Context: an optimization exercise on an open-source flow, tuned for small area. The choices shown serve that exercise and are no tape-out recipe. Where RTL was checked, it was by simulation tests only, not by an equivalence proof against the original. No functional check of the RTL was part of run 3. Power is estimated from default activity; no workload was simulated.

[config.mk]
export PLATFORM = sky130hd
export DESIGN_NAME = Segway
export DESIGN_NICKNAME = Segway
export VERILOG_FILES = /design/flow/design.v
export SDC_FILE = /design/flow/constraint.sdc
export NUM_CORES = 4
export LEC_CHECK = 0
export CAP_MARGIN = 20
export CORE_MARGIN = 2
export CORE_UTILIZATION = 40
export CTS_BUF_LIST = sky130_fd_sc_hd__clkbuf_8
export CTS_CLUSTER_DIAMETER = 60
export CTS_CLUSTER_SIZE = 20
export PLACE_DENSITY = 0.6
export SLEW_MARGIN = 20
[constraint.sdc]
create_clock -name core_clock -period 20.0 [get_ports {clk}]
set_input_delay 4.0000 -clock core_clock [delete_from_list [all_inputs] [get_ports {clk}]]
set_output_delay 4.0000 -clock core_clock [all_outputs]
set_load 0.01 [all_outputs]
[design.v]
module Segway(clk,RST_n,LED,INERT_SS_n,INERT_MOSI,
              INERT_SCLK,INERT_MISO,A2D_SS_n,A2D_MOSI,A2D_SCLK,
              A2D_MISO,PWM_rev_rght,PWM_frwrd_rght,PWM_rev_lft,
              PWM_frwrd_lft,piezo_n,piezo,INT,RX);
  input clk,RST_n;
  input INERT_MISO;                      
  input A2D_MISO;                        
  input INT;                             
  input RX;                              
  output [7:0] LED;
  output A2D_SS_n, INERT_SS_n;
  output A2D_MOSI, INERT_MOSI;
  output A2D_SCLK, INERT_SCLK;
  output PWM_rev_rght, PWM_frwrd_rght;
  output PWM_rev_lft, PWM_frwrd_lft;
  output piezo_n,piezo;
  wire rst_n;
  wire [11:0] lft_ld, rght_ld;
  wire batt_low;
  wire vld, upd;
  wire [15:0] ptch;
  wire pwr_up;
  wire [11:0] ld_cell_diff;
  wire en_steer, rider_off;
  wire lft_rev, rght_rev;
  wire [10:0] lft_spd, rght_spd;
  wire ovr_spd;
  assign LED = 8'h00;
  reg [17:0] tmr;
  always @(posedge clk, negedge rst_n)
    if (!rst_n) tmr <= 18'h00000;
    else tmr <= tmr + 1'b1;
  Auth_blk Auth_block(.clk(clk), .rst_n(rst_n), .rider_off(rider_off), .pwr_up(pwr_up), .RX(RX));
  inert_intf Inertial_Interface(.clk(clk), .rst_n(rst_n), .tmr_full(&tmr[15:0]), .vld(vld), .upd(upd),
                                .ptch(ptch), .SS_n(INERT_SS_n), .SCLK(INERT_SCLK), .MOSI(INERT_MOSI),
                                .MISO(INERT_MISO), .INT(INT));
  balance_cntrl balance_control(.clk(clk), .rst_n(rst_n), .vld(vld), .upd(upd), .ptch(ptch),
                                .ld_cell_diff(ld_cell_diff), .lft_spd(lft_spd), .lft_rev(lft_rev),
                                .rght_spd(rght_spd), .rght_rev(rght_rev), .rider_off(rider_off),
                                .en_steer(en_steer), .pwr_up(pwr_up), .ovr_spd(ovr_spd));
  steer_en steer_enable(.clk(clk), .rst_n(rst_n), .lft_ld(lft_ld), .rght_ld(rght_ld),
                        .ld_cell_diff(ld_cell_diff), .en_steer(en_steer), .rider_off(rider_off));
  mtr_drv motor_drive(.clk(clk), .rst_n(rst_n), .cnt(tmr[10:0]),
                      .PWM_rev_lft(PWM_rev_lft), .PWM_frwrd_lft(PWM_frwrd_lft),
                      .PWM_rev_rght(PWM_rev_rght), .PWM_frwrd_rght(PWM_frwrd_rght),
                      .lft_spd(lft_spd), .lft_rev(lft_rev), .rght_spd(rght_spd), .rght_rev(rght_rev));
  A2D_Intf A2D_interface(.clk(clk), .rst_n(rst_n), .nxt(vld), .lft_ld(lft_ld), .rght_ld(rght_ld),
                         .batt_low(batt_low), .SS_n_A2D(A2D_SS_n), .SCLK_A2D(A2D_SCLK),
                         .MOSI_A2D(A2D_MOSI), .MISO_A2D(A2D_MISO));
  piezo pepperoni_piezo(.tmr(tmr), .norm_mode(en_steer), .ovr_spd(ovr_spd), .batt_low(batt_low),
                        .piezo(piezo), .piezo_n(piezo_n));
  rst_synch iRST(.clk(clk), .RST_n(RST_n), .rst_n(rst_n));
endmodule
module rca #(parameter W = 8) (a, b, ci, s, co);
  input [W-1:0] a, b;
  input ci;
  output [W-1:0] s;
  output co;
  wire [W:0] c;
  assign c[0] = ci;
  genvar i;
  generate for (i = 0; i < W; i = i + 1) begin : g
    assign s[i] = a[i] ^ b[i] ^ c[i];
    assign c[i+1] = (a[i] & b[i]) | (c[i] & (a[i] ^ b[i]));
  end endgenerate
  assign co = c[W];
endmodule
module cch #(parameter W = 8) (a, b, ci, co);
  input [W-1:0] a, b;
  input ci;
  output co;
  wire [W:0] c;
  assign c[0] = ci;
  genvar i;
  generate for (i = 0; i < W; i = i + 1) begin : g
    assign c[i+1] = (a[i] & b[i]) | (c[i] & (a[i] | b[i]));
  end endgenerate
  assign co = c[W];
endmodule
module Auth_blk(clk, rst_n, rider_off, pwr_up, RX);
	input clk, rst_n;
	input RX, rider_off;
	output pwr_up;
	localparam [1:0] OFF = 2'd0, PWR1 = 2'd1, PWR2 = 2'd2;
	reg [1:0] state, nxt_state;
	reg clr_rx_rdy;
	wire rx_rdy, is_g, is_s;
	UART_rcv receiver(.clk(clk), .rst_n(rst_n), .RX(RX), .clr_rdy(clr_rx_rdy), .rdy(rx_rdy),
	                  .is_g(is_g), .is_s(is_s));
	wire go = rx_rdy & is_g;
	wire stop = rx_rdy & is_s;
	assign pwr_up = (state != OFF);
	always @(posedge clk, negedge rst_n)
		if (!rst_n) state <= OFF;
		else state <= nxt_state;
	always @* begin
		nxt_state = OFF;
		clr_rx_rdy = 1'b0;
		case (state)
			OFF: if (go) begin clr_rx_rdy = 1'b1; nxt_state = PWR1; end
			PWR1: if (stop) begin clr_rx_rdy = 1'b1; nxt_state = PWR2; end
			      else nxt_state = PWR1;
			default: if (go) begin clr_rx_rdy = 1'b1; nxt_state = PWR1; end
			         else if (rider_off) nxt_state = OFF;
			         else nxt_state = PWR2;
		endcase
	end
endmodule
module UART_rcv(clk, rst_n, RX, rdy, is_g, is_s, clr_rdy);
	input clk, rst_n;
	input RX;
	input clr_rdy;
	output reg rdy;
	output reg is_g, is_s;
	localparam [7:0] G = 8'h67, S = 8'h73;
	reg state;                   
	reg [3:0] bit_cnt;
	reg [11:0] baud_cnt;
	reg rx_ff1, rx_ff2;
	wire shift = ~|baud_cnt;
	wire start = ~state & ~rx_ff2;
	wire set_rdy = state & (bit_cnt == 4'd10);
	always @(posedge clk, negedge rst_n)
		if (!rst_n) state <= 1'b0;
		else if (start) state <= 1'b1;
		else if (set_rdy) state <= 1'b0;
	always @(posedge clk)
		if (~state) bit_cnt <= 4'd0;
		else if (shift) bit_cnt <= bit_cnt + 1'b1;
	always @(posedge clk)
		if (~state) baud_cnt <= 12'h69E;
		else if (shift) baud_cnt <= 12'hEFE;
		else baud_cnt <= {baud_cnt[10:0], ~(baud_cnt[11] ^ baud_cnt[5] ^ baud_cnt[3] ^ baud_cnt[0])};
	wire [2:0] bi = bit_cnt[2:0] - 3'd1;
	wire data_bit = state & shift & (bit_cnt >= 4'd1) & (bit_cnt <= 4'd8);
	always @(posedge clk)
		if (start) begin
			is_g <= 1'b1;
			is_s <= 1'b1;
		end else if (data_bit) begin
			is_g <= is_g & (rx_ff2 == G[bi]);
			is_s <= is_s & (rx_ff2 == S[bi]);
		end
	always @(posedge clk, negedge rst_n)
		if (!rst_n) rdy <= 1'b0;
		else if (start | clr_rdy) rdy <= 1'b0;
		else if (set_rdy) rdy <= 1'b1;
	always @(posedge clk, negedge rst_n)
		if (!rst_n) begin
			rx_ff1 <= 1'b1;
			rx_ff2 <= 1'b1;
		end else begin
			rx_ff1 <= RX;
			rx_ff2 <= rx_ff1;
		end
endmodule
module SPI_mstr16(clk, rst_n, wrt, SS_n, SCLK, done, smpl, k);
	input clk, rst_n;
	input wrt;
	output SS_n, SCLK;
	output done;
	output smpl;
	output [3:0] k;
	localparam [9:0] IDLE_D = 10'b11111_10111;
	reg busy;
	reg [9:0] d;
	wire last = (d == 10'b01111_11111);
	assign smpl = busy & (d[9] ? (d[4:0] == 5'b11111)
	                           : ((d[4:0] == 5'b01111) & (|d[8:5])));
	assign k = d[9] ? 4'h0 : d[8:5];
	assign SCLK = d[4];
	assign SS_n = ~busy;
	always @(posedge clk)
		if (busy & ~last) d <= d + 1'b1;
		else d <= IDLE_D;
	always @(posedge clk, negedge rst_n)
		if (!rst_n) busy <= 1'b0;
		else if (busy) busy <= ~last;
		else busy <= wrt;
	assign done = ~busy;
endmodule
module inertial_integrator(clk, rst_n, upd, ptch_rt, AZ, ptch);
	input clk, rst_n;
	input upd;
	input [15:0] ptch_rt;
	input [15:0] AZ;
	output [15:0] ptch;
	reg [26:0] ptch_int;
	assign ptch = ptch_int[26:11];
	wire [8:0] ah; wire x0;
	rca #(9) u0(.a(AZ[15:7]), .b(9'h003), .ci(1'b0), .s(ah), .co(x0));
	wire [15:0] a = {ah, AZ[6:0]};
	wire [16:0] f5h; wire f5c;
	rca #(17) u1(.a({{3{a[15]}}, a[15:2]}), .b({a[15], a}), .ci(1'b0), .s(f5h), .co(f5c));
	wire [18:0] f5 = {f5h, a[1:0]};
	wire [18:0] a19 = {{3{a[15]}}, a};
	wire [18:0] f7; wire x2;
	rca #(19) u2(.a({a, 3'b000}), .b(~a19), .ci(1'b1), .s(f7), .co(x2));
	wire [19:0] mh_a = {f5[18], f5};                  
	wire [19:0] mh_b = {{7{f7[18]}}, f7[18:6]};
	wire c13;
	cch #(7) u3(.a(mh_a[6:0]), .b(mh_b[6:0]), .ci(1'b0), .co(c13));
	wire [12:0] acc; wire x3;
	rca #(13) u4(.a(mh_a[19:7]), .b(mh_b[19:7]), .ci(c13), .s(acc), .co(x3));
	wire [15:0] nptch = ~ptch;
	wire cf;
	cch #(16) u5(.a({{3{acc[12]}}, acc}), .b(nptch), .ci(1'b0), .co(cf));
	wire fus = ~(acc[12] ^ nptch[15] ^ cf);
	wire [15:0] rc; wire x5;
	rca #(16) u6(.a(ptch_rt), .b(16'hFC3E), .ci(1'b0), .s(rc), .co(x5));
	wire [26:0] n; wire x6;
	rca #(27) u7(.a(ptch_int), .b(~{{11{rc[15]}}, rc}), .ci(1'b1), .s(n), .co(x6));
	wire [16:0] nh; wire x7;
	rca #(17) u8(.a(n[26:10]), .b({17{~fus}}), .ci(fus), .s(nh), .co(x7));
	always @(posedge clk, negedge rst_n)
		if (!rst_n) ptch_int <= 27'd0;
		else if (upd) ptch_int <= {nh, n[9:0]};
endmodule
module inert_intf(clk, rst_n, tmr_full, vld, upd, ptch, SS_n, SCLK, MOSI, MISO, INT);
	input clk, rst_n;
	input tmr_full;              
	input INT;
	input MISO;
	output vld;                  
	output upd;                  
	output [15:0] ptch;
	output SS_n, SCLK, MOSI;
	localparam [3:0] INIT1 = 4'd0, INIT2 = 4'd1, INIT3 = 4'd2, INIT4 = 4'd3,
	                 WAIT_A = 4'd4, WAIT_B = 4'd5, VLD2 = 4'd6, ASRT_VLD = 4'd7,
	                 READ1_A = 4'd8, READ1_B = 4'd9, READ1_C = 4'd10, READ2 = 4'd11,
	                 READ3 = 4'd12, READ4 = 4'd13;
	reg [3:0] state, nxt_state;
	reg wrt;
	reg INT_meta1, INT_meta2;
	reg [31:0] chain;
	reg [15:0] cmd;
	wire done, smpl;
	wire [3:0] k;
	SPI_mstr16 spi(.clk(clk), .rst_n(rst_n), .wrt(wrt), .SS_n(SS_n), .SCLK(SCLK),
	               .done(done), .smpl(smpl), .k(k));
	inertial_integrator intgr(.clk(clk), .rst_n(rst_n), .upd(upd),
	                          .ptch_rt({chain[23:16], chain[31:24]}),
	                          .AZ({chain[7:0], chain[15:8]}), .ptch(ptch));
	always @(posedge clk) begin
		INT_meta1 <= INT;
		INT_meta2 <= INT_meta1;
	end
	always @(posedge clk)
		if (smpl & k[3]) chain <= {chain[30:0], MISO};
	always @* begin
		case (state)
			INIT2: cmd = 16'h0D02;
			INIT3: cmd = 16'h1053;
			INIT4: cmd = 16'h1150;
			WAIT_A, READ1_B: cmd = 16'h1460;
			READ1_A: cmd = 16'hA200;
			READ2: cmd = 16'hA300;
			READ3: cmd = 16'hAC00;
			READ4: cmd = 16'hAD00;
			default: cmd = 16'h0000;
		endcase
	end
	assign MOSI = cmd[~k];
	always @(posedge clk, negedge rst_n)
		if (!rst_n) state <= INIT1;
		else state <= nxt_state;
	assign vld = (state == ASRT_VLD);
	assign upd = (state == VLD2);
	always @* begin
		nxt_state = state;
		wrt = 1'b0;
		case (state)
			INIT1: if (tmr_full) begin nxt_state = INIT2; wrt = 1'b1; end
			INIT2: if (done) begin nxt_state = INIT3; wrt = 1'b1; end
			INIT3: if (done) begin nxt_state = INIT4; wrt = 1'b1; end
			INIT4: if (done) begin nxt_state = WAIT_A; wrt = 1'b1; end
			WAIT_A: if (INT_meta2) begin nxt_state = done ? READ1_A : READ1_B; wrt = 1'b1; end
			WAIT_B, VLD2: begin
				nxt_state = WAIT_B;
				if (INT_meta2) begin nxt_state = done ? READ1_A : READ1_C; wrt = 1'b1; end
			end
			READ1_A, READ1_B, READ1_C: if (done) begin nxt_state = READ2; wrt = 1'b1; end
			READ2: if (done) begin nxt_state = READ3; wrt = 1'b1; end
			READ3: if (done) begin nxt_state = READ4; wrt = 1'b1; end
			READ4: if (done) begin nxt_state = ASRT_VLD; wrt = 1'b1; end
			ASRT_VLD: nxt_state = VLD2;
			default: nxt_state = WAIT_B;
		endcase
	end
endmodule
module balance_cntrl(clk, rst_n, vld, upd, ptch, ld_cell_diff, lft_spd, lft_rev,
                     rght_spd, rght_rev, rider_off, en_steer, pwr_up, ovr_spd);
	input clk, rst_n;
	input vld;                        
	input upd;                        
	input [15:0] ptch;
	input [11:0] ld_cell_diff;
	input rider_off, en_steer, pwr_up;
	output [10:0] lft_spd, rght_spd;
	output lft_rev, rght_rev;
	output ovr_spd;
	reg [17:0] integrator;
	reg [9:0] err1, err2;             
	reg [10:0] lft_mag, rght_mag;
	reg lft_sgn, rght_sgn;
	wire [9:0] err = ptch[15] ? (&ptch[14:9] ? ptch[9:0] : 10'h200)
	                          : (|ptch[14:9] ? 10'h1FF : ptch[9:0]);
	wire [17:0] nxt_integrator;
	wire ci0;
	rca #(18) a_int(.a(integrator), .b({{8{err[9]}}, err}), .ci(1'b0), .s(nxt_integrator), .co(ci0));
	wire overflow = (integrator[17] == err[9]) & (nxt_integrator[17] != err[9]);
	always @(posedge clk)
		if (~pwr_up | rider_off) integrator <= 18'h00000;
		else if (vld & ~overflow) integrator <= nxt_integrator;
	always @(posedge clk, negedge rst_n)
		if (!rst_n) begin
			err1 <= 10'h000;
			err2 <= 10'h000;
		end else if (upd) begin
			err1 <= err;
			err2 <= err1;
		end
	wire [10:0] lft_mag_n, rght_mag_n;
	wire lft_sgn_n, rght_sgn_n;
	bal_dp dp(.err(err), .err2(err2), .ih(integrator[17:2]), .ld_cell_diff(ld_cell_diff), .en_steer(en_steer),
	          .lft_mag(lft_mag_n), .lft_sgn(lft_sgn_n), .rght_mag(rght_mag_n), .rght_sgn(rght_sgn_n));
	always @(posedge clk) begin
		lft_mag <= lft_mag_n;
		lft_sgn <= lft_sgn_n;
		rght_mag <= rght_mag_n;
		rght_sgn <= rght_sgn_n;
	end
	assign lft_rev = lft_sgn;
	assign rght_rev = rght_sgn;
	assign lft_spd = pwr_up ? lft_mag : 11'h000;
	assign rght_spd = pwr_up ? rght_mag : 11'h000;
	assign ovr_spd = (lft_spd[10] & lft_spd[9] & |lft_spd[8:0]) |
	                 (rght_spd[10] & rght_spd[9] & |rght_spd[8:0]);
endmodule
module bal_dp(err, err2, ih, ld_cell_diff, en_steer, lft_mag, lft_sgn, rght_mag, rght_sgn);
	input [9:0] err, err2;
	input [15:0] ih;                  
	input [11:0] ld_cell_diff;
	input en_steer;
	output [10:0] lft_mag, rght_mag;
	output lft_sgn, rght_sgn;
	wire [9:0] d_diff;
	wire ci1;
	rca #(10) a_dd(.a(err), .b(~err2), .ci(1'b1), .s(d_diff), .co(ci1));
	wire [6:0] q = d_diff[9] ? (&d_diff[8:6] ? d_diff[6:0] : 7'h40)
	                         : (|d_diff[8:6] ? 7'h3F : d_diff[6:0]);
	wire [12:0] e13 = {{3{err[9]}}, err};
	wire [12:0] e7;                   
	wire ci2;
	rca #(13) a_e7(.a({err, 3'b000}), .b(~e13), .ci(1'b1), .s(e7), .co(ci2));
	wire [7:0] q5h;                   
	wire ci3;
	rca #(8) a_q5(.a({q[6], q}), .b({{3{q[6]}}, q[6:2]}), .ci(1'b0), .s(q5h), .co(ci3));
	wire [9:0] q5 = {q5h, q[1:0]};
	wire [12:0] xh;                   
	wire ci4;
	rca #(13) a_x(.a({e7[12], e7[12:1]}), .b({{3{q5[9]}}, q5}), .ci(1'b0), .s(xh), .co(ci4));
	wire [13:0] x = {xh, e7[0]};
	wire [14:0] pid_h;
	wire ci5;
	rca #(15) a_pid(.a({x[13], x}), .b(ih[15:1]), .ci(1'b0), .s(pid_h), .co(ci5));
	wire [15:0] PID = {pid_h, ih[0]};
	wire [15:0] ldd = {{7{ld_cell_diff[11]}}, ld_cell_diff[11:3]} & {16{en_steer}};
	wire inv_l = en_steer & ~PID[15];
	wire inv_r = en_steer & PID[15];
	wire [15:0] lft_torque, rght_torque;
	wire ci6, ci7;
	rca #(16) a_l(.a(PID), .b(ldd ^ {16{inv_l}}), .ci(inv_l), .s(lft_torque), .co(ci6));
	rca #(16) a_r(.a(PID), .b(ldd ^ {16{inv_r}}), .ci(inv_r), .s(rght_torque), .co(ci7));
	shape shl(.t(lft_torque), .mag(lft_mag), .sgn(lft_sgn));
	shape shr(.t(rght_torque), .mag(rght_mag), .sgn(rght_sgn));
endmodule
module shape(t, mag, sgn);
	input [15:0] t;
	output [10:0] mag;
	output sgn;
	wire neg = t[15];
	wire [14:0] u = t[14:0] ^ {15{neg}};      
	wire [10:0] m_band;
	wire cb;
	rca #(11) a_b(.a(u[10:0]), .b(11'd980), .ci(neg), .s(m_band), .co(cb));
	wire big = cb | (|u[14:11]);
	wire sml = ~(|u[14:7]) & (neg ? (u[6:0] < 7'd69) : (u[6:0] < 7'd70));
	wire wrap = (u >= 15'd31788);              
	wire [6:0] a7;                             
	wire ca;
	rca #(7) a_a(.a(u[6:0]), .b(7'd0), .ci(neg), .s(a7), .co(ca));
	wire [6:0] m_sh;                           
	wire [3:0] m_sl = 4'd0 - a7[3:0];
	wire bsl = |a7[3:0];                       
	wire cs;
	rca #(7) a_s(.a(a7), .b(~{4'b0000, a7[6:4]}), .ci(~bsl), .s(m_sh), .co(cs));
	wire [10:0] m_small = {m_sh, m_sl};
	assign mag = sml ? m_small : (big ? 11'h7FF : m_band);
	assign sgn = neg ^ (~sml & wrap);
endmodule
module steer_en(clk, rst_n, lft_ld, rght_ld, ld_cell_diff, en_steer, rider_off);
	input clk, rst_n;
	input [11:0] lft_ld, rght_ld;
	output [11:0] ld_cell_diff;
	output reg en_steer;
	output rider_off;
	localparam [1:0] IDLE = 2'd0, WAIT = 2'd1, STEER_EN = 2'd2;
	reg [1:0] state, nxt_state;
	reg [15:0] waitTimer;
	reg clr_tmr;
	wire [11:0] sum;
	wire c0, c1;
	rca #(12) a_s(.a(lft_ld), .b(rght_ld), .ci(1'b0), .s(sum), .co(c0));
	rca #(12) a_d(.a(lft_ld), .b(~rght_ld), .ci(1'b1), .s(ld_cell_diff), .co(c1));
	wire neg = ld_cell_diff[11];
	wire [11:0] u = ld_cell_diff ^ {12{neg}};
	wire sum_gt_min = sum[11] | sum[10] | sum[9];
	assign rider_off = ~sum_gt_min;
	wire gt4;
	cch #(12) c_4(.a(u), .b({3'b111, ~sum[10:2]}), .ci(neg), .co(gt4));
	wire diff_gt_fourth = ~sum[11] & gt4;
	wire [6:0] s4 = sum[10:4];
	wire [3:0] m_l = 4'd0 - s4[3:0];
	wire [6:0] m_h;
	wire c2;
	rca #(7) a_m(.a(s4), .b(~{4'b0000, s4[6:4]}), .ci(~|s4[3:0]), .s(m_h), .co(c2));
	wire gt15;
	cch #(12) c_15(.a(u), .b(~{1'b0, m_h, m_l}), .ci(neg), .co(gt15));
	wire diff_gt_15_16 = ~sum[11] & gt15;
	wire tmr_full = (waitTimer == 16'hD577);
	always @(posedge clk)
		if (clr_tmr) waitTimer <= 16'h0000;
		else waitTimer <= {waitTimer[14:0], ~(waitTimer[15] ^ waitTimer[14] ^ waitTimer[12] ^ waitTimer[3])};
	always @(posedge clk, negedge rst_n)
		if (!rst_n) state <= IDLE;
		else state <= nxt_state;
	always @* begin
		nxt_state = IDLE;
		clr_tmr = 1'b0;
		en_steer = 1'b0;
		case (state)
			IDLE: if (sum_gt_min) begin nxt_state = WAIT; clr_tmr = 1'b1; end
			WAIT: begin
				if (~sum_gt_min) nxt_state = IDLE;
				else if (diff_gt_fourth) begin nxt_state = WAIT; clr_tmr = 1'b1; end
				else if (tmr_full) begin nxt_state = STEER_EN; en_steer = 1'b1; end
				else nxt_state = WAIT;
			end
			default: begin
				if (~sum_gt_min) nxt_state = IDLE;
				else if (diff_gt_15_16) begin nxt_state = WAIT; clr_tmr = 1'b1; end
				else begin nxt_state = STEER_EN; en_steer = 1'b1; end
			end
		endcase
	end
endmodule
module PWM11(PWM_sig, clk, rst_n, cnt, duty);
	input clk, rst_n;
	input [10:0] cnt;
	input [10:0] duty;
	output reg PWM_sig;
	always @(posedge clk)
		if (cnt >= duty)
			PWM_sig <= 1'b0;
		else if (cnt == 11'h000)
			PWM_sig <= 1'b1;
endmodule
module mtr_drv(PWM_rev_lft, PWM_frwrd_lft, PWM_rev_rght, PWM_frwrd_rght,
               clk, rst_n, cnt, lft_spd, lft_rev, rght_spd, rght_rev);
	output PWM_rev_lft, PWM_frwrd_lft, PWM_rev_rght, PWM_frwrd_rght;
	input clk, rst_n;
	input [10:0] cnt;
	input lft_rev, rght_rev;
	input [10:0] lft_spd, rght_spd;
	wire lftMotor, rghtMotor;
	PWM11 lftPWM(.PWM_sig(lftMotor), .clk(clk), .rst_n(rst_n), .cnt(cnt), .duty(lft_spd));
	PWM11 rghtPWM(.PWM_sig(rghtMotor), .clk(clk), .rst_n(rst_n), .cnt(cnt), .duty(rght_spd));
	assign PWM_rev_lft    = lftMotor & lft_rev;
	assign PWM_frwrd_lft  = lftMotor & ~lft_rev;
	assign PWM_rev_rght   = rghtMotor & rght_rev;
	assign PWM_frwrd_rght = rghtMotor & ~rght_rev;
endmodule
module A2D_Intf(clk, rst_n, nxt, lft_ld, rght_ld, batt_low, SS_n_A2D, SCLK_A2D, MOSI_A2D, MISO_A2D);
	input clk, rst_n;
	input nxt;
	output reg [11:0] lft_ld, rght_ld;
	output batt_low;
	input MISO_A2D;
	output SS_n_A2D, SCLK_A2D, MOSI_A2D;
	localparam [1:0] IDLE = 2'd0, SPI_1 = 2'd1, WAIT = 2'd2, SPI_2 = 2'd3;
	reg [1:0] state, nxt_state;
	reg [1:0] rr;
	reg wrt, update;
	reg [11:0] rx;
	reg batt11;
	wire done, smpl;
	wire [3:0] k;
	SPI_mstr16 spi(.clk(clk), .rst_n(rst_n), .wrt(wrt), .SS_n(SS_n_A2D), .SCLK(SCLK_A2D),
	               .done(done), .smpl(smpl), .k(k));
	assign MOSI_A2D = ((k == 4'd2) & (rr != 2'd0)) | ((k == 4'd4) & (rr == 2'd2));
	always @(posedge clk)
		if (smpl) rx <= {rx[10:0], MISO_A2D};
	always @(posedge clk, negedge rst_n)
		if (!rst_n) rr <= 2'd0;
		else if (update) rr <= rr[1] ? 2'd0 : rr + 1'b1;
	always @(posedge clk, negedge rst_n)
		if (!rst_n) lft_ld <= 12'h000;
		else if (update & (rr == 2'd0)) lft_ld <= rx;
	always @(posedge clk, negedge rst_n)
		if (!rst_n) rght_ld <= 12'h000;
		else if (update & (rr == 2'd1)) rght_ld <= rx;
	always @(posedge clk, negedge rst_n)
		if (!rst_n) batt11 <= 1'b0;
		else if (update & (rr == 2'd2)) batt11 <= rx[11];
	assign batt_low = ~batt11;
	always @(posedge clk, negedge rst_n)
		if (!rst_n) state <= IDLE;
		else state <= nxt_state;
	always @* begin
		nxt_state = IDLE;
		wrt = 1'b0;
		update = 1'b0;
		case (state)
			IDLE: if (nxt) begin wrt = 1'b1; nxt_state = SPI_1; end
			SPI_1: nxt_state = done ? WAIT : SPI_1;
			WAIT: begin wrt = 1'b1; nxt_state = SPI_2; end
			default: if (done) update = 1'b1; else nxt_state = SPI_2;
		endcase
	end
endmodule
module piezo(tmr, norm_mode, ovr_spd, batt_low, piezo, piezo_n);
	input [17:0] tmr;
	input norm_mode, ovr_spd, batt_low;
	output piezo, piezo_n;
	wire norm_tone_dur = tmr[17] & tmr[16];
	assign piezo = ovr_spd ? (tmr[6] & (batt_low ? tmr[15] : tmr[16])) :
	               batt_low ? (tmr[7] & norm_tone_dur) :
	               norm_mode & tmr[8] & norm_tone_dur;
	assign piezo_n = ~piezo;
endmodule
module rst_synch(RST_n, clk, rst_n);
	input RST_n, clk;
	output rst_n;
	reg reg1, rst_n;
	always @(negedge clk, negedge RST_n) begin
		if (!RST_n) begin
			reg1 <= 0;
			rst_n <= 0;
		end
		else begin
			reg1 <= 1'b1;
			rst_n <= reg1;
		end
	end
endmodule
[run.sh]
#!/bin/bash
# synth_recipe.tcl (not shown) runs the flow's synth.tcl, then flattens the netlist and writes it again
# the make line also repeats each setting of config.mk as NAME=value (left out here)
make -C /OpenROAD-flow-scripts/flow DESIGN_CONFIG=/design/flow/config.mk WORK_HOME=/design/flow/orfs CLKGATE_MAP_FILE= SYNTH_SCRIPT=/design/flow/synth_recipe.tcl finish
==> impl_metrics.env, run 1 <==
export IMPL_worstMarginPinSlew_ps=956
export IMPL_pre_cts_ws_ps=44.1
export IMPL_slowest_delay_ps=500
export IMPL_cts_htree_levels=1
export IMPL_placeableCoreArea_sq_mm=0.0455
export IMPL_post_dp_hpwl_mm=26.4
export IMPL_swShare_pct=25.4
export IMPL_antenna_left=0
export IMPL_drc=0
export IMPL_startpoint_type_of_the_worst_setup_path="flop"
export IMPL_worstSetupPathType="reg2reg"
export IMPL_postSynth_asyncResetShare_pct=43.3
export IMPL_nFillCells=4387
export IMPL_post_layout_minimum_cycle_time_ps=19130
export IMPL_tritoncts="done"
export IMPL_kind_of_capture_point_of_the_worst_setup_path="flop"
export IMPL_synth_seq_area_share_pct=32.9
export IMPL_post_cts_hold_buffer_count=0
export IMPL_groute_layer_met3_usage_pct=2.33
export IMPL_fin_worst_hold_slack_ps=298
export IMPL_clockRootBuffer="clkbuf_8"
export IMPL_postLayoutSetupSlackWorst_ps=875
export IMPL_synth_flop_cell="dfrtp_1"
export IMPL_post_cts_clock_slew_at_the_launch_and_capture_registers_of_the_worst_setup_and_hold_paths_ps=100
export IMPL_post_synth_design_cell_area_sq_mm=0.0185
export IMPL_share_clk_of_total_power_pct=41.1
export IMPL_yosys_cell_types_count=81
export IMPL_die_h_um=219
export IMPL_power_density_mw_per_mm2=48.2
export IMPL_syn_to_final_growth_pct=9.64
export IMPL_buffer_ports_inserted=17
export IMPL_p_sw_mw=0.248
export IMPL_antenna_cells=0
export IMPL_grt_pass1_wl_mm=60.1
export IMPL_synth_top_cell_area_share_pct=21.3
export IMPL_synthDominantAreaCellType="fa_1"
export IMPL_fmax_mhz=52.3
export IMPL_worstPathArrival_ps=19640
export IMPL_global_route_usage_met1_pct=20.5
export IMPL_ir_drop_v=0.0000516
export IMPL_grt_antenna_before_repair=1
export IMPL_crit_required_ps=20520
export IMPL_fin_area_sq_mm=0.0202
export IMPL_routedWlPerCell_um=14.2
export IMPL_via_count_of_the_first_global_routing_pass=12400
export IMPL_p_int_mw=0.727
export IMPL_final_max_slew_violation_count=0
export IMPL_finalCritPeriodShare_pct=95.6
export IMPL_clock_tree_buffer_depth=3
export IMPL_drt_pass1_iterations=5
export IMPL_total_of_warnings_raised_by_yosys=11
export IMPL_nNetsFinal=2116
export IMPL_globalRoute_busiestLayer="met2"
export IMPL_final_hold_viol_count=0
export IMPL_finalWeightedCongestion=0.846
export IMPL_clock_sinks=254
export IMPL_drt_initial_drc_count=597
export IMPL_placed_cell_area_sq_mm=0.0193
export IMPL_outcome="complete, no violations"
export IMPL_cpMostUsedCell="fa_1"
export IMPL_totalNegativeSetupSlack_ps=0
export IMPL_p_leak_nw=8.84
export IMPL_dieWidth_um=219
export IMPL_synth_ff_latch_count=254
export IMPL_gr_usage_met2_pct=25.3
export IMPL_number_of_violations_of_the_max_capacitance_limit=0
export IMPL_clk_latency_worst_skew_pair_ps=640
export IMPL_cts_made_buffers=27
export IMPL_seq_power_share_pct=55.9
export IMPL_global_route_usage_total_pct=15.1
export IMPL_max_slew_margin_vs_limit_pct=36.1
export IMPL_grt_max_degree=59
export IMPL_standard_cell_with_the_maximum_stage_delay_on_the_critical_path="fa_1"
export IMPL_grt_remaining_overflow=0
export IMPL_drt_vias_per_instance=4.94
export IMPL_clock_skew_final_ps=60.7
export IMPL_syn_mean_instance_area_sq_um=10.5
export IMPL_synthCells=1765
export IMPL_drive_above_1_share_pct=10.9
export IMPL_initial_core_util_pct=40.6
export IMPL_multiInputGateArea_sq_mm=0.0113
export IMPL_layout_area_seq_sq_mm=0.00608
export IMPL_via_count=11900
export IMPL_power_share_combinational_pct=3.0
export IMPL_post_synth_edffs=44
export IMPL_core_rowCount=78
export IMPL_setup_violations=0
export IMPL_route_final_wire_length_mm=34.3
export IMPL_synth_top_cells_by_area="fa_1 (21%), dfrtp_1 (14%), dfxtp_1 (11%)"
export IMPL_timing_hold_worst_class="reg2reg"
export IMPL_critical_path_max_fanout=4
export IMPL_fp_dieArea_sq_mm=0.0479
export IMPL_boundary_pins=26
-- critical path: cells and delay by family (launching register included) --
family | cells | cell delay (ps)
AOI/OAI and AO/OA | 5 | 750
xor gates and xnor gates | 7 | 1410
adders and majority gates | 45 | 14230
buffers and inverters | 11 | 890
DFF | 1 | 420
muxes | 1 | 160
and+or+nand+nor | 6 | 1120
-- state kept, by name, summed over array words and instances, names as in the netlist, 4 cells and up --
signal                             cells
A2D_interface.lft_ld                  12
A2D_interface.rght_ld                 12
A2D_interface.rx                      12
A2D_interface.spi.d                   10
Auth_block.receiver.baud_cnt          12
Auth_block.receiver.bit_cnt            4
Inertial_Interface.chain              32
Inertial_Interface.intgr.ptch_int     27
Inertial_Interface.spi.d              10
Inertial_Interface.state               4
balance_control.err1                  10
balance_control.err2                  10
balance_control.integrator            18
balance_control.lft_mag               11
balance_control.rght_mag              11
steer_enable.waitTimer                16
tmr                                   18
-- cells by family (layout without fill, tap and decap cells) --
logic type               count (synthesis)  in the layout  synth area share [%]
AO/OA/AOI/OAI                          250            250                  9.12
XOR/XNOR                               112            112                  5.65
adder cells (fa/ha/maj)                323            323                  29.7
buffers and inverters                  333            378                  7.10
flip-flops                             254            254                  32.9
multiplexers                            72             72                  4.27
other                                    2              9                0.0407
AND/OR/NAND/NOR                        419            419                  11.1
-- per-stage QoR --
step	utilization [%]	total power [mW]	std cells
finish	44.5	0.975	2417
global placement	42.5	0.584	2351
floorplan	-	0.578	1772
detailed placement	42.5	0.586	2351
global route	44.5	1.02	2417
CTS	43.9	0.993	2402
-- cell usage in the layout (no fill, tap or decap), types with 21 or more instances in the layout --
| cell | n |
|---|---|
| o21ai_0 | 56 |
| nor2_1 | 99 |
| ha_1 | 116 |
| dfrtp_1 | 104 |
| xor2_1 | 30 |
| nand3_1 | 40 |
| mux2_2 | 54 |
| dfxtp_1 | 100 |
| edfxtp_1 | 44 |
| a31oi_1 | 21 |
| and2_1 | 30 |
| nand2_1 | 115 |
| a21oi_1 | 46 |
| xnor2_1 | 72 |
| inv_1 | 272 |
| fa_1 | 179 |
| buf_4 | 33 |
| clkbuf_8 | 29 |
| and3_1 | 24 |
| nand2b_1 | 22 |
-- per-layer routing --
| layer | share of wire (%) | vias up |
|---|---|---|
| li1 | - | 5868 |
| met1 | 48 | 5882 |
| met2 | 47 | 125 |
| met3 | 3.0 | 57 |
| met4 | 2.3 | 2 |
| met5 | 0.041 | - |
-- final timing paths --
kind | from | endpoint | slack [ps] | cells past startpoint
max | Inertial_Interface.intgr.ptch_int[24] | balance_control.lft_mag[10] | 870 | 75
min reg2reg | iRST.reg1 | iRST.rst_n | 300 | 0
min in group asynchronous | iRST.rst_n | Inertial_Interface.state[0] | 10380 | 1
max reg2reg | Inertial_Interface.intgr.ptch_int[24] | balance_control.lft_mag[10] | 870 | 75
max in group asynchronous | RST_n | iRST.rst_n | 6400 | 1
min | iRST.reg1 | iRST.rst_n | 300 | 0
-- synth_stat cells, types with 4 or more instances --
cell      count
a2111o_1      6
a211oi_1     19
a21boi_0     13
a21o_1        6
a21oi_1      47
a22oi_1       6
a31oi_1      22
and2_1       30
and3_1       24
buf_4        11
clkbuf_1     38
dfrtp_1     106
dfxtp_1     100
edfxtp_1     44
fa_1        196
ha_1        118
inv_1       276
maj3_1        9
mux2_2       54
mux2i_1      18
nand2_1     117
nand2b_1     22
nand3_1      41
nand4_1      10
nor2_1      100
nor2b_1      12
nor3_1       21
nor3b_1       4
nor4_1        8
o21a_1       14
o21ai_0      59
o221ai_1      8
o22ai_1       6
o311ai_0      4
o41ai_1       6
or3_1        13
xnor2_1      76
xor2_1       32
-- power groups by stage --
stage                     logic [mW]  registers [mW]  clock network (mW)
after floorplan               0.0221           0.556                   0
after global placement        0.0288           0.556                   0
after detailed placement      0.0299           0.556                   0
after CTS                     0.0307           0.545               0.418
after global routing          0.0338           0.547               0.437
final                         0.0296           0.545               0.401
-- what timing repair did --
action                     in CTS  in global routing
setup endpoints to repair       1                 22
gates resized for setup         0                 44
buffers inserted                1                 15
gates cloned                    0                  0
pin swaps                       1                 14
-- layout make-up --
type	instances	area share (%)
well taps	600	3.71
multi-input cells	1185	55.8
clock inverters	21	1.21
repair buffers	52	2.18
clock buffers	29	1.97
inverters	276	5.12
flip-flops and latches	254	30.1
==> run 2, diff against run 1 <==
==> flow/run.sh (new file) <==
#!/bin/bash
# Standard flow, but clock tree synthesis without dummy loads.
set -e
bash standard.sh "CTS_ARGS=-sink_clustering_enable -repair_clock_nets -buf_list sky130_fd_sc_hd__clkbuf_8 -sink_clustering_size 20 -sink_clustering_max_diameter 60 -dont_use_dummy_load" finish > standard.log 2>&1
==> standard.sh (new file) <==
#!/bin/bash
# synth_recipe.tcl (not shown) runs the flow's synth.tcl, then flattens the netlist and writes it again
# the make line also repeats each setting of config.mk as NAME=value (left out here)
make -C /OpenROAD-flow-scripts/flow DESIGN_CONFIG=/design/flow/config.mk WORK_HOME=/design/flow/orfs CLKGATE_MAP_FILE= SYNTH_SCRIPT=/design/flow/synth_recipe.tcl "${@:-finish}"
removed: run.sh
==> run 2 against run 1 <==
Against the previous run:
- total power fell by 11%
- die area unchanged
- maximum frequency is essentially flat
- still clean on timing, DRC and antenna
- first-iteration DRC count is 6.4% lower
- utilization is 0.60 points lower
- highest routed layer unchanged
- synthesized area stayed put
- via count down 0.61%
==> impl_metrics.env, run 2 <==
export IMPL_clk_latency_worst_skew_pair_ps=650
export IMPL_final_max_slew_violation_count=0
export IMPL_initial_core_util_pct=40.6
export IMPL_placed_cell_area_sq_mm=0.0193
export IMPL_synth_flop_cell="dfrtp_1"
export IMPL_fin_cells=2392
export IMPL_worstPathArrival_ps=19580
export IMPL_cell_with_the_most_instances_after_synthesis="inv_1"
export IMPL_utilization_pct=43.9
export IMPL_placeableCoreArea_sq_mm=0.0455
export IMPL_cpMostUsedCell="fa_1"
export IMPL_worstSetupPathType="reg2reg"
export IMPL_synthDominantAreaCellType="fa_1"
export IMPL_final_hold_viol_count=0
export IMPL_grt_pass1_wl_mm=59.7
export IMPL_nFillCells=4400
export IMPL_tritoncts="done"
export IMPL_path_delay_family="adder cells"
export IMPL_antenna_cells=0
export IMPL_via_count_of_the_first_global_routing_pass=12400
export IMPL_postSynth_asyncResetShare_pct=43.3
export IMPL_via_count=11900
export IMPL_timing_hold_worst_class="reg2reg"
export IMPL_p_leak_nw=8.68
export IMPL_largest_register_ffs=32
export IMPL_kind_of_capture_point_of_the_worst_setup_path="flop"
export IMPL_synth_top_cells_by_area="fa_1 (21%), dfrtp_1 (14%), dfxtp_1 (11%)"
export IMPL_max_flop_register="Inertial_Interface.chain"
export IMPL_layout_cells_most_common_list="inv_1 (269), fa_1 (179), ha_1 (116), nand2_1 (115), dfrtp_1 (103)"
export IMPL_slowest_delay_ps=500
export IMPL_worstMarginPinSlew_ps=946
export IMPL_outcome="complete, no violations"
export IMPL_grt_remaining_overflow=0
export IMPL_drt_vias_per_instance=4.96
export IMPL_drive_above_1_share_pct=9.93
export IMPL_number_of_violations_of_the_max_capacitance_limit=0
export IMPL_synth_top_cell_area_share_pct=21.3
export IMPL_boundary_pins=26
export IMPL_fmax_mhz=52.3
export IMPL_total_of_warnings_raised_by_yosys=11
export IMPL_synthCells=1765
export IMPL_postLayoutSetupSlackWorst_ps=882
export IMPL_fp_dieArea_sq_mm=0.0479
export IMPL_clock_skew_final_ps=111
export IMPL_yosys_cell_types_count=81
export IMPL_route_final_wire_length_mm=34.0
export IMPL_die_h_um=219
export IMPL_totalNegativeSetupSlack_ps=0
export IMPL_critPathBufInv=11
export IMPL_cts_made_buffers=27
export IMPL_post_dp_hpwl_mm=26.4
export IMPL_cts_htree_levels=1
export IMPL_setup_violations=0
export IMPL_design_power_total_mw=0.867
export IMPL_synth_seq_area_share_pct=32.9
export IMPL_buffer_ports_inserted=17
export IMPL_grt_max_degree=59
export IMPL_antenna_left=0
export IMPL_post_cts_clock_slew_at_the_launch_and_capture_registers_of_the_worst_setup_and_hold_paths_ps=70
export IMPL_post_synth_edffs=44
export IMPL_core_rowCount=78
export IMPL_critical_path_max_fanout=4
export IMPL_routedWlPerCell_um=14.2
export IMPL_post_layout_minimum_cycle_time_ps=19120
export IMPL_synth_commonest_cells="inv_1 (276), fa_1 (196), ha_1 (118), nand2_1 (117), dfrtp_1 (106)"
export IMPL_post_synth_design_cell_area_sq_mm=0.0185
export IMPL_drt_initial_drc_count=559
export IMPL_grt_antenna_before_repair=1
export IMPL_crit_required_ps=20460
export IMPL_nNetsFinal=2114
export IMPL_synth_ff_latch_count=254
export IMPL_fin_worst_hold_slack_ps=298
export IMPL_dieWidth_um=219
export IMPL_ir_drop_v=0.0000434
export IMPL_clock_tree_buffer_depth=3
export IMPL_largestRegisters="Inertial_Interface.chain x32, Inertial_Interface.intgr.ptch_int x27"
export IMPL_pre_cts_ws_ps=44.1
export IMPL_post_cts_hold_buffer_count=0
export IMPL_finalWeightedCongestion=0.846
export IMPL_place_inst=2351
export IMPL_global_route_usage_total_pct=15.0
export IMPL_standard_cell_with_the_maximum_stage_delay_on_the_critical_path="fa_1"
export IMPL_drc=0
export IMPL_max_slew_margin_vs_limit_pct=36.8
export IMPL_syn_to_final_growth_pct=8.16
export IMPL_fin_area_sq_mm=0.0200
export IMPL_final_common_cell="inv_1"
export IMPL_syn_mean_instance_area_sq_um=10.5
export IMPL_drt_pass1_iterations=4
export IMPL_clockRootBuffer="clkbuf_8"
export IMPL_power_density_mw_per_mm2=43.4
export IMPL_finalCritPeriodShare_pct=95.6
export IMPL_clock_sinks=254
export IMPL_startpoint_type_of_the_worst_setup_path="flop"
run 2: path summary, 6_finish.rpt:
| check | from | to | slack (ps) | cells after the start |
|---|---|---|---|---|
| setup reg to reg | Inertial_Interface.intgr.ptch_int[23] | balance_control.lft_mag[10] | 880 | 75 |
| setup / recovery | Inertial_Interface.intgr.ptch_int[23] | balance_control.lft_mag[10] | 880 | 75 |
| hold / removal | iRST.reg1 | iRST.rst_n | 300 | 0 |
| min in group asynchronous | iRST.rst_n | Inertial_Interface.state[0] | 10400 | 1 |
| hold reg to reg | iRST.reg1 | iRST.rst_n | 300 | 0 |
| max in group asynchronous | RST_n | iRST.rst_n | 6390 | 1 |
run 2: final cells by class:
| class | count | area, sq um | area share [%] |
|---|---|---|---|
| timing repair buffer | 50 | 429 | 2.15 |
| multi-input combinational | 1185 | 11300 | 56.6 |
| inverter | 276 | 1040 | 5.19 |
| sequential | 254 | 6080 | 30.5 |
| clock buffer | 27 | 372 | 1.86 |
| tap | 600 | 751 | 3.76 |
run 2: cells by family (layout without fill, tap and decap cells):
family                     count (synthesis)  count (layout)  synth area share, %
other                                      2               9               0.0407
AOI/OAI and AO/OA                        250             250                 9.12
muxes                                     72              72                 4.27
buffers and inverters                    333             353                 7.10
xor gates and xnor gates                 112             112                 5.65
and+or+nand+nor                          419             419                 11.1
DFF                                      254             254                 32.9
adders and majority gates                323             323                 29.7
run 2: power breakdown:
group	total [mW]	switching, mW	internal (mW)
logic	0.0294	0.0145	0.0149
registers	0.545	0.00875	0.536
clock network	0.293	0.173	0.119
total	0.867	0.197	0.670
run 2: repair_timing:
item                                    4_1_cts  5_1_grt
resized for setup                             1       48
pin swaps                                     1       13
endpoints found under the setup margin        1       22
setup buffers                                 1       13
run 2: per-layer routing:
layer	GRT usage (%)	part of all wire, %
met1	20.4	47
met2	25.2	47
met3	2.30	3.3
met4	3.76	2.1
met5	0	0.041
==> run 3, diff against run 2 <==
--- a/design.v
+++ b/design.v
@@ -367,12 +367,14 @@
 	wire [15:0] PID = {pid_h, ih[0]};
 	wire [15:0] ldd = {{7{ld_cell_diff[11]}}, ld_cell_diff[11:3]} & {16{en_steer}};
-	wire inv_l = en_steer & ~PID[15];
-	wire inv_r = en_steer & PID[15];
-	wire [15:0] lft_torque, rght_torque;
+	wire [15:0] pid_p, pid_m;         
 	wire ci6, ci7;
-	rca #(16) a_l(.a(PID), .b(ldd ^ {16{inv_l}}), .ci(inv_l), .s(lft_torque), .co(ci6));
-	rca #(16) a_r(.a(PID), .b(ldd ^ {16{inv_r}}), .ci(inv_r), .s(rght_torque), .co(ci7));
-	shape shl(.t(lft_torque), .mag(lft_mag), .sgn(lft_sgn));
-	shape shr(.t(rght_torque), .mag(rght_mag), .sgn(rght_sgn));
+	rca #(16) a_p(.a(PID), .b(ldd), .ci(1'b0), .s(pid_p), .co(ci6));
+	rca #(16) a_m(.a(PID), .b(~ldd), .ci(1'b1), .s(pid_m), .co(ci7));
+	wire [10:0] mag_p, mag_m;
+	wire sgn_p, sgn_m;
+	shape shp(.t(pid_p), .mag(mag_p), .sgn(sgn_p));
+	shape shm(.t(pid_m), .mag(mag_m), .sgn(sgn_m));
+	assign {lft_mag, lft_sgn} = PID[15] ? {mag_p, sgn_p} : {mag_m, sgn_m};
+	assign {rght_mag, rght_sgn} = PID[15] ? {mag_m, sgn_m} : {mag_p, sgn_p};
 endmodule
 module shape(t, mag, sgn);
==> flow/run.sh (replaced) <==
#!/bin/bash
# Layout flow: the standard synthesis, a re-mapping of its combinational logic
# (same flip-flops), then the standard flow with clock tree synthesis without
# dummy loads. Each tool writes its output to a log here.
set -euo pipefail
LIB=$FLOW_HOME/platforms/$FLOW_PLATFORM/lib/sky130_fd_sc_hd__tt_025C_1v80.lib
RES=orfs/results/$FLOW_PLATFORM/Segway/base

# 1. standard synthesis
bash standard.sh synth > synth_std.log 2>&1
cp $RES/1_2_yosys.v netlist_std.v

# 2. choose full adders to implement inverted, then re-map the other logic
python3 flow/genmodels.py $LIB models.v > genmodels.log 2>&1
python3 flow/flip.py netlist_std.v flipped.v > flip.log 2>&1
DONTUSE=$(sed -n '/DONT_USE_CELLS += /,/^$/p' $FLOW_HOME/platforms/$FLOW_PLATFORM/config.mk | tr ' \\' '\n\n' | grep '^sky130' | sed 's/^/-dont_use /' | tr '\n' ' ')
sed -e "s|@LIB@|$LIB|g" -e "s|@DONTUSE@|$DONTUSE|" -e "s|@OUT@|netlist_post.v|" flow/post.ys.in > post.ys
yosys -s post.ys > post.log 2>&1
cp netlist_post.v $RES/1_2_yosys.v

# 3. the netlist database again from the new netlist, then the rest of the flow
bash standard.sh synth > synth_odb.log 2>&1
bash standard.sh "CTS_ARGS=-sink_clustering_enable -repair_clock_nets -buf_list sky130_fd_sc_hd__clkbuf_8 -sink_clustering_size 20 -sink_clustering_max_diameter 60 -dont_use_dummy_load" finish > finish.log 2>&1
==> flow/area.abc (new file) <==
strash
dc2
dch -f
amap
==> flow/flip.py (new file) <==
#!/usr/bin/env python3
# Choose full-adder cells to implement in inverted polarity, FA(~a,~b,~c) = ~FA(a,b,c),
# so that fewer inverters sit between adders, flip-flops and ports, and rewrite the
# netlist with explicit inversions (assign) around the flipped adders for ABC to absorb.
import re, sys, random, math, collections
src = open(sys.argv[1]).read()
OUTP = {'X', 'Y', 'Q', 'Q_N', 'SUM', 'COUT'}
cellre = re.compile(r'(\n\s*)(sky130_fd_sc_hd__\w+)\s+(\S+)\s*\((.*?)\);', re.S)
pinre = re.compile(r'\.(\w+)\(([^()]*)\)')
inst = {}
for m in cellre.finditer(src):
    t, n, body = m.group(2), m.group(3), m.group(4)
    inst[n] = (t, dict((p, v.strip()) for p, v in pinre.findall(body)))
def isinv(t): return re.search(r'__inv_\d', t) is not None
def isfa(t): return re.search(r'__fa_\d', t) is not None
def isbox(t): return re.search(r'__(fa|ha|df|edf|dfrtn)', t) is not None
drv = {}
for n, (t, p) in inst.items():
    for pin, net in p.items():
        if pin in OUTP: drv[net] = (n, pin)
def base(net):
    inv = False
    while net in drv and isinv(inst[drv[net][0]][0]):
        net = inst[drv[net][0]][1]['A']; inv = not inv
    return net, inv
# box input consumers of each base net
cons = collections.defaultdict(list)
for n, (t, p) in inst.items():
    if not isbox(t): continue
    for pin, net in p.items():
        if pin in OUTP or pin in ('CLK', 'CLK_N', 'RESET_B', 'SET_B'): continue
        b, i = base(net)
        cons[b].append((n, pin, i))
fas = sorted(n for n, (t, p) in inst.items() if isfa(t))
flip = {n: 0 for n in fas}
# nets touched by each FA (its inputs' bases and its outputs)
touch = collections.defaultdict(set)
for b, cl in cons.items():
    for (n, pin, i) in cl:
        if n in flip: touch[n].add(b)
    if b in drv and drv[b][0] in flip: touch[drv[b][0]].add(b)
def netcost(b):
    pol = 1 if (b in drv and drv[b][0] in flip and flip[drv[b][0]]) else 0
    need = set()
    for (n, pin, i) in cons[b]:
        w = int(i) ^ (flip[n] if n in flip else 0)
        need.add(w ^ pol)
    return 1 if 1 in need else 0
def delta(n):
    before = sum(netcost(b) for b in touch[n])
    flip[n] ^= 1
    after = sum(netcost(b) for b in touch[n])
    flip[n] ^= 1
    return after - before
total = sum(netcost(b) for b in cons)
random.seed(12345)
cur = total; best = total; bestflip = dict(flip); T = 1.5
for it in range(60000):
    n = fas[random.randrange(len(fas))]
    d = delta(n)
    if d <= 0 or random.random() < math.exp(-d / T):
        flip[n] ^= 1; cur += d
        if cur < best: best = cur; bestflip = dict(flip)
    T = max(0.02, T * 0.9999)
flip = bestflip
sys.stderr.write('box-input inversions: %d -> %d, flipped %d of %d adders\n' % (total, best, sum(flip.values()), len(fas)))
# rewrite
newwires = []; assigns = []
def repl(m):
    lead, t, n, body = m.group(1), m.group(2), m.group(3), m.group(4)
    if n not in flip or not flip[n]: return m.group(0)
    key = re.sub(r'\W', '_', n)
    def pr(pm):
        pin, net = pm.group(1), pm.group(2).strip()
        w = 'flp_%s_%s' % (key, pin)
        newwires.append(w)
        if pin in ('A', 'B', 'CIN'): assigns.append('  assign %s = ~%s ;' % (w, net))
        else: assigns.append('  assign %s = ~%s ;' % (net, w))
        return '.%s(%s)' % (pin, w)
    return '%s%s %s (%s);' % (lead, t, n, pinre.sub(pr, body))
out = cellre.sub(repl, src)
i = out.index(');', out.index('module ')) + 2
out = out[:i] + '\n' + ''.join('  wire %s;\n' % w for w in newwires) + out[i:]
j = out.rindex('endmodule')
out = out[:j] + '\n'.join(assigns) + '\n' + out[j:]
open(sys.argv[2], 'w').write(out)
==> flow/genmodels.py (new file) <==
# Generate Verilog models of the combinational single-output cells of a liberty file
import re,sys
lib=open(sys.argv[1]).read()
skip=re.compile(r'__(fa|ha|fah|fahcin|fahcon|df|edf|sdf|sedf|dl|sdl|conb|ebuf|einv|bufbuf|lpflow|sdlclk|dlclk|dlrtp|dlxt|dlxb|tap|fill|decap|diode|probe|lpflow|macro|clkdlybuf|dlygate|dlymetal)')
out=[]
for m in re.finditer(r'\n\s*cell\s*\(\s*"?(sky130_fd_sc_hd__\w+)"?\s*\)\s*\{', lib):
    name=m.group(1)
    if skip.search(name): continue
    # find the cell body: up to next "\n    cell (" 
    start=m.end(); nxt=lib.find('\n    cell (', start)
    body=lib[start:nxt if nxt>0 else len(lib)]
    pins=re.findall(r'\n\s*pin\s*\(\s*"?(\w+)"?\s*\)\s*\{(.*?)\n\s{8}\}', body, re.S)
    ins=[]; outs=[]
    for pn,pb in pins:
        d=re.search(r'direction\s*:\s*"?(\w+)"?',pb)
        if not d: continue
        if d.group(1)=='input': ins.append(pn)
        elif d.group(1)=='output':
            f=re.search(r'function\s*:\s*"([^"]*)"',pb)
            outs.append((pn,f.group(1) if f else None))
    if len(outs)!=1 or outs[0][1] is None or not ins: continue
    fn=outs[0][1].replace('!','~')
    fn=re.sub(r'\)\s*\(', ') & (', fn)
    out.append('module %s(%s);\n  input %s;\n  output %s;\n  assign %s = %s;\nendmodule\n' % (name, ', '.join(ins+[outs[0][0]]), ', '.join(ins), outs[0][0], outs[0][0], fn))
open(sys.argv[2],'w').write('\n'.join(out))
print(len(out),'models')
==> flow/post.ys.in (new file) <==
# Re-map the combinational logic of the standard synthesis netlist.
# Flip-flops, full and half adders stay as they are (blackboxes); every other
# cell is replaced by its function and mapped again by ABC for area.
read_liberty -lib @LIB@
read_verilog -sv flipped.v
hierarchy -top Segway
techmap -map models.v
techmap
opt -fast -purge
abc -script flow/area.abc -liberty @LIB@ @DONTUSE@
opt_clean -purge
hilomap -singleton -hicell sky130_fd_sc_hd__conb_1 HI -locell sky130_fd_sc_hd__conb_1 LO
insbuf -buf sky130_fd_sc_hd__buf_4 A X
splitnets
opt_clean -purge
tee -o post_stat.txt stat -liberty @LIB@
write_verilog -noattr -nohex -nodec @OUT@
==> run 3 against run 2 <==
Against the previous run:
- synthesized cell count shrank 0.85%
- final cell count grew 0.13%
- register-to-register slack gained 340 ps
- maximum frequency grew 1.8%
- cell area shrank 5.8%
- combinational power grew 13%
- clock skew shrank 48 ps
- largest cell class unchanged
- highest routed layer is now met4
==> impl_metrics.env, run 3 <==
export IMPL_core_rowCount=76
export IMPL_clock_sinks=254
export IMPL_routedWlPerCell_um=15.3
export IMPL_die_h_um=213
export IMPL_grt_pass1_wl_mm=62.8
export IMPL_dieWidth_um=213
export IMPL_layout_cells_most_common_list="clkinv_1 (289), fa_1 (196), nor2_1 (191), ha_1 (121), o21ai_0 (113)"
export IMPL_post_dp_hpwl_mm=28.9
export IMPL_timing_hold_worst_class="reg2reg"
export IMPL_drc=0
export IMPL_global_route_usage_total_pct=17.0
export IMPL_outcome="complete, no violations"
export IMPL_clock_skew_final_ps=62.7
export IMPL_worstSetupPathType="reg2reg"
export IMPL_max_flop_register="Inertial_Interface.chain"
export IMPL_post_synth_design_cell_area_sq_mm=0.0174
export IMPL_via_count=12300
export IMPL_antenna_cells=0
export IMPL_antenna_left=0
export IMPL_largestRegisters="Inertial_Interface.chain x32, Inertial_Interface.intgr.ptch_int x27"
export IMPL_max_slew_margin_vs_limit_pct=30.2
export IMPL_worstPathArrival_ps=19230
export IMPL_nNetsFinal=2135
export IMPL_drt_pass1_iterations=5
export IMPL_grt_max_degree=69
export IMPL_finalWeightedCongestion=0.877
export IMPL_fp_dieArea_sq_mm=0.0452
export IMPL_largest_register_ffs=32
export IMPL_total_of_warnings_raised_by_yosys=11
export IMPL_finalCritPeriodShare_pct=93.9
export IMPL_ir_drop_v=0.0000342
export IMPL_cpMostUsedCell="fa_1"
export IMPL_totalNegativeSetupSlack_ps=0
export IMPL_final_hold_viol_count=0
export IMPL_cts_htree_levels=1
export IMPL_cts_post_setup_buffers_inserted=0
export IMPL_worstMarginPinSlew_ps=1040
export IMPL_clockRootBuffer="clkbuf_8"
export IMPL_buffer_ports_inserted=17
export IMPL_startpoint_type_of_the_worst_setup_path="flop"
export IMPL_p_leak_nw=7.18
export IMPL_power_density_mw_per_mm2=46.0
export IMPL_syn_mean_instance_area_sq_um=9.95
export IMPL_setup_violations=0
export IMPL_number_of_violations_of_the_max_capacitance_limit=0
export IMPL_drt_initial_drc_count=612
export IMPL_post_cts_resized_instances=0
export IMPL_post_cts_hold_buffer_count=0
export IMPL_route_final_wire_length_mm=36.5
export IMPL_fmax_mhz=53.2
export IMPL_clk_latency_worst_skew_pair_ps=600
export IMPL_cts_made_buffers=27
export IMPL_syn_to_final_growth_pct=7.91
export IMPL_rsz0062_at_grt="no"
export IMPL_utilization_pct=43.6
export IMPL_via_count_of_the_first_global_routing_pass=12600
export IMPL_final_max_slew_violation_count=0
export IMPL_drive_above_1_share_pct=2.71
export IMPL_final_common_cell="clkinv_1"
export IMPL_grt_remaining_overflow=0
export IMPL_clock_tree_buffer_depth=3
export IMPL_synthCells=1750
export IMPL_crit_required_ps=20450
export IMPL_kind_of_capture_point_of_the_worst_setup_path="flop"
export IMPL_slowest_delay_ps=490
export IMPL_post_layout_minimum_cycle_time_ps=18780
export IMPL_standard_cell_with_the_maximum_stage_delay_on_the_critical_path="fa_1"
export IMPL_post_cts_clock_slew_at_the_launch_and_capture_registers_of_the_worst_setup_and_hold_paths_ps=70
export IMPL_initial_core_util_pct=40.4
export IMPL_critical_path_max_fanout=14
export IMPL_placed_cell_area_sq_mm=0.0184
export IMPL_boundary_pins=26
export IMPL_grt_antenna_before_repair=0
export IMPL_placeableCoreArea_sq_mm=0.0431
export IMPL_tritoncts="done"
export IMPL_fin_area_sq_mm=0.0188
export IMPL_pre_cts_ws_ps=1140
export IMPL_drt_vias_per_instance=5.14
export IMPL_postLayoutSetupSlackWorst_ps=1220
[run 3: final timing paths]
check	start	to	slack, ps	cells after the start
max reg2reg	A2D_interface.lft_ld[0]	balance_control.rght_mag[9]	1220	66
min	iRST.reg1	iRST.rst_n	310	0
min reg2reg	iRST.reg1	iRST.rst_n	310	0
max in group asynchronous	RST_n	iRST.rst_n	6350	1
min in group asynchronous	iRST.rst_n	Inertial_Interface.intgr.ptch_int[21]	10330	1
max	A2D_interface.lft_ld[0]	balance_control.rght_mag[9]	1220	66
[run 3: area by class of cell]
cell class,count,area [sq um]
tap,585,732
multi-input combinational,1205,10200
clock buffer,27,372
sequential,254,6080
timing repair buffer,34,298
fill,4151,24300
inverter,290,1090
[run 3: per-stage QoR]
stage	hold WS, ps	std cells	total power, mW
2_1_floorplan	292	1757	0.580
3_3_place_gp	303	2368	0.587
3_5_place_dp	312	2368	0.588
4_1_cts	312	2395	0.883
5_1_grt	322	2395	0.906
6_report	311	2395	0.865
[run 3: where the power goes]
group / leakage, nW / total, mW / internal (mW) / switching (mW)
clock network: 0.194 / 0.288 / 0.119 / 0.169
logic: 4.36 / 0.0332 / 0.0137 / 0.0195
registers: 2.62 / 0.544 / 0.536 / 0.00784
[run 3: routing by layer]
layer  vias to the layer above  track usage, %  wire (um)
met5                         -               0          0
li1                       6126               -          -
met3                        43            2.24       1140
met1                      5964            22.9      17000
met4                         0            3.71        692
met2                       184            29.3      17700
[run 3: worst max-delay path, delay by kind of cell, from the launching register on]
kind | cells | cell delay, ps
AND/OR/NAND/NOR | 6 | 1040
adder cells (fa/ha/maj) | 35 | 13150
buffers and inverters | 9 | 1670
flip-flops | 1 | 360
AO/OA/AOI/OAI | 16 | 2420
==> run 4, diff against run 3 <==
--- a/design.v
+++ b/design.v
@@ -367,14 +367,12 @@
 	wire [15:0] PID = {pid_h, ih[0]};
 	wire [15:0] ldd = {{7{ld_cell_diff[11]}}, ld_cell_diff[11:3]} & {16{en_steer}};
-	wire [15:0] pid_p, pid_m;         
+	wire inv_l = en_steer & ~PID[15];
+	wire inv_r = en_steer & PID[15];
+	wire [15:0] lft_torque, rght_torque;
 	wire ci6, ci7;
-	rca #(16) a_p(.a(PID), .b(ldd), .ci(1'b0), .s(pid_p), .co(ci6));
-	rca #(16) a_m(.a(PID), .b(~ldd), .ci(1'b1), .s(pid_m), .co(ci7));
-	wire [10:0] mag_p, mag_m;
-	wire sgn_p, sgn_m;
-	shape shp(.t(pid_p), .mag(mag_p), .sgn(sgn_p));
-	shape shm(.t(pid_m), .mag(mag_m), .sgn(sgn_m));
-	assign {lft_mag, lft_sgn} = PID[15] ? {mag_p, sgn_p} : {mag_m, sgn_m};
-	assign {rght_mag, rght_sgn} = PID[15] ? {mag_m, sgn_m} : {mag_p, sgn_p};
+	rca #(16) a_l(.a(PID), .b(ldd ^ {16{inv_l}}), .ci(inv_l), .s(lft_torque), .co(ci6));
+	rca #(16) a_r(.a(PID), .b(ldd ^ {16{inv_r}}), .ci(inv_r), .s(rght_torque), .co(ci7));
+	shape shl(.t(lft_torque), .mag(lft_mag), .sgn(lft_sgn));
+	shape shr(.t(rght_torque), .mag(rght_mag), .sgn(rght_sgn));
 endmodule
 module shape(t, mag, sgn);
==> run 4 against run 3 <==
Against the previous run:
- utilization grew 2.1 points
- register-to-register slack lost 650 ps
- clock skew grew 64 ps
- final cell count shrank 1.6%
- sequential power is essentially flat
- via count shrank 1.2%
- critical path depth grew 4
- clock-buffer cell count grew 1
- synthesized cell count shrank 2.7%
- die area shrank 1.7%
==> impl_metrics.env, run 4 <==
export IMPL_syn_to_final_growth_pct=12.6
export IMPL_final_max_slew_violation_count=0
export IMPL_total_of_warnings_raised_by_yosys=11
export IMPL_antenna_left=0
export IMPL_kind_of_capture_point_of_the_worst_setup_path="flop"
export IMPL_standard_cell_with_the_maximum_stage_delay_on_the_critical_path="fa_2"
export IMPL_largest_register_ffs=32
export IMPL_die_h_um=211
export IMPL_final_hold_viol_count=0
export IMPL_number_of_violations_of_the_max_capacitance_limit=0
export IMPL_cpMostUsedCell="fa_2"
export IMPL_clockRootBuffer="clkbuf_8"
export IMPL_worstMarginPinSlew_ps=1090
export IMPL_grt_max_degree=63
export IMPL_nFillCells=3961
export IMPL_post_dp_hpwl_mm=27.6
export IMPL_clock_skew_final_ps=127
export IMPL_core_rowCount=75
export IMPL_fp_dieArea_sq_mm=0.0445
export IMPL_largestRegisters="Inertial_Interface.chain x32, Inertial_Interface.intgr.ptch_int x27"
export IMPL_via_count_of_the_first_global_routing_pass=12600
export IMPL_final_common_cell="clkinv_1"
export IMPL_global_route_usage_total_pct=16.8
export IMPL_cts_htree_levels=1
export IMPL_antenna_cells=0
export IMPL_p_leak_nw=7.50
export IMPL_rsz0062_at_grt="yes"
export IMPL_drt_initial_drc_count=511
export IMPL_clock_sinks=254
export IMPL_worstPathArrival_ps=19900
export IMPL_clk_latency_worst_skew_pair_ps=650
export IMPL_clock_tree_buffer_depth=3
export IMPL_placed_cell_area_sq_mm=0.0186
export IMPL_placeableCoreArea_sq_mm=0.0421
export IMPL_fmax_mhz=51.5
export IMPL_grt_pass1_wl_mm=61.7
export IMPL_max_flop_register="Inertial_Interface.chain"
export IMPL_crit_required_ps=20460
export IMPL_finalWeightedCongestion=0.875
export IMPL_slowest_delay_ps=540
export IMPL_route_final_wire_length_mm=35.3
export IMPL_post_cts_clock_slew_at_the_launch_and_capture_registers_of_the_worst_setup_and_hold_paths_ps=80
export IMPL_worstSetupPathType="reg2reg"
export IMPL_routedWlPerCell_um=15.0
export IMPL_finalCritPeriodShare_pct=97.2
export IMPL_drt_pass1_iterations=5
export IMPL_post_synth_design_cell_area_sq_mm=0.0171
export IMPL_drc=0
export IMPL_layout_cells_most_common_list="clkinv_1 (275), nor2_1 (163), fa_1 (134), nand2_1 (131), ha_1 (114)"
export IMPL_drt_vias_per_instance=5.16
export IMPL_dieWidth_um=211
export IMPL_outcome="complete, no violations"
export IMPL_nNetsFinal=2139
export IMPL_grt_remaining_overflow=0
export IMPL_totalNegativeSetupSlack_ps=0
export IMPL_cts_made_buffers=28
export IMPL_synthCells=1702
export IMPL_tritoncts="done"
export IMPL_via_count=12200
export IMPL_post_layout_minimum_cycle_time_ps=19430
export IMPL_setup_violations=0
export IMPL_syn_mean_instance_area_sq_um=10.1
export IMPL_buffer_ports_inserted=17
export IMPL_power_density_mw_per_mm2=45.3
export IMPL_startpoint_type_of_the_worst_setup_path="flop"
export IMPL_timing_hold_worst_class="reg2reg"
export IMPL_boundary_pins=26
export IMPL_max_slew_margin_vs_limit_pct=26.9
export IMPL_utilization_pct=45.7
export IMPL_drive_above_1_share_pct=11.2
export IMPL_ir_drop_v=0.0000457
export IMPL_fin_area_sq_mm=0.0193
export IMPL_initial_core_util_pct=40.6
export IMPL_critical_path_max_fanout=5
export IMPL_grt_antenna_before_repair=0
run 4: layer usage:
layer	track usage, %	share of wire (%)	vias to the layer above
met4	3.72	2.2	0
met1	23.2	48	5897
met3	2.14	2.7	51
met5	0	0	-
met2	28.3	47	169
li1	-	-	6050
run 4: critical path: cells and delay by family, from the launching register on:
family,cells,cell delay (ps)
AOI/OAI and AO/OA,13,2060
adders and majority gates,45,15500
buffers and inverters,5,540
DFF,1,370
and+or+nand+nor,7,810
run 4: stage by stage:
stage	std cells	hold WS (ps)	setup slack, ps	total power [mW]
4_1_cts	2352	302	2.86	0.890
3_3_place_gp	2321	294	-68.1	0.587
2_1_floorplan	1709	292	-46.9	0.580
3_5_place_dp	2321	305	-328	0.588
6_report	2356	302	566	0.873
5_1_grt	2356	294	-189	0.914
run 4: power breakdown:
| group | total, mW | internal (mW) | switching, mW |
|---|---|---|---|
| clock network | 0.297 | 0.123 | 0.173 |
| logic | 0.0345 | 0.0140 | 0.0204 |
| registers | 0.542 | 0.536 | 0.00582 |
run 4: layout make-up:
| type | instances | area (sq um) | area share [%] |
|---|---|---|---|
| clock buffers | 28 | 385 | 2.00 |
| inverters | 282 | 1070 | 5.57 |
| multi-input cells | 1166 | 10400 | 53.8 |
| flip-flops and latches | 254 | 6080 | 31.5 |
| well taps | 539 | 674 | 3.50 |
| repair buffers | 87 | 696 | 3.61 |
run 4: timing repair:
action,CTS,global route
setup endpoints to repair,20,22
resized for setup,15,45
pin swaps,13,18
cloned,1,0
hold buffers,0,0
buffers inserted,2,4
run 4: path summary, 6_finish.rpt:
check                           slack (ps)                            to                             startpoint  depth (start not counted)
max in group asynchronous             6370                    iRST.rst_n                                  RST_n                          1
worst min-delay path                   300                    iRST.rst_n                              iRST.reg1                          0
worst max register to register         570  balance_control.rght_mag[10]  Inertial_Interface.intgr.ptch_int[24]                         70
min in group asynchronous            10320   Inertial_Interface.state[3]                             iRST.rst_n                          1
worst max-delay path                   570  balance_control.rght_mag[10]  Inertial_Interface.intgr.ptch_int[24]                         70
worst min register to register         300                    iRST.rst_n                              iRST.reg1                          0
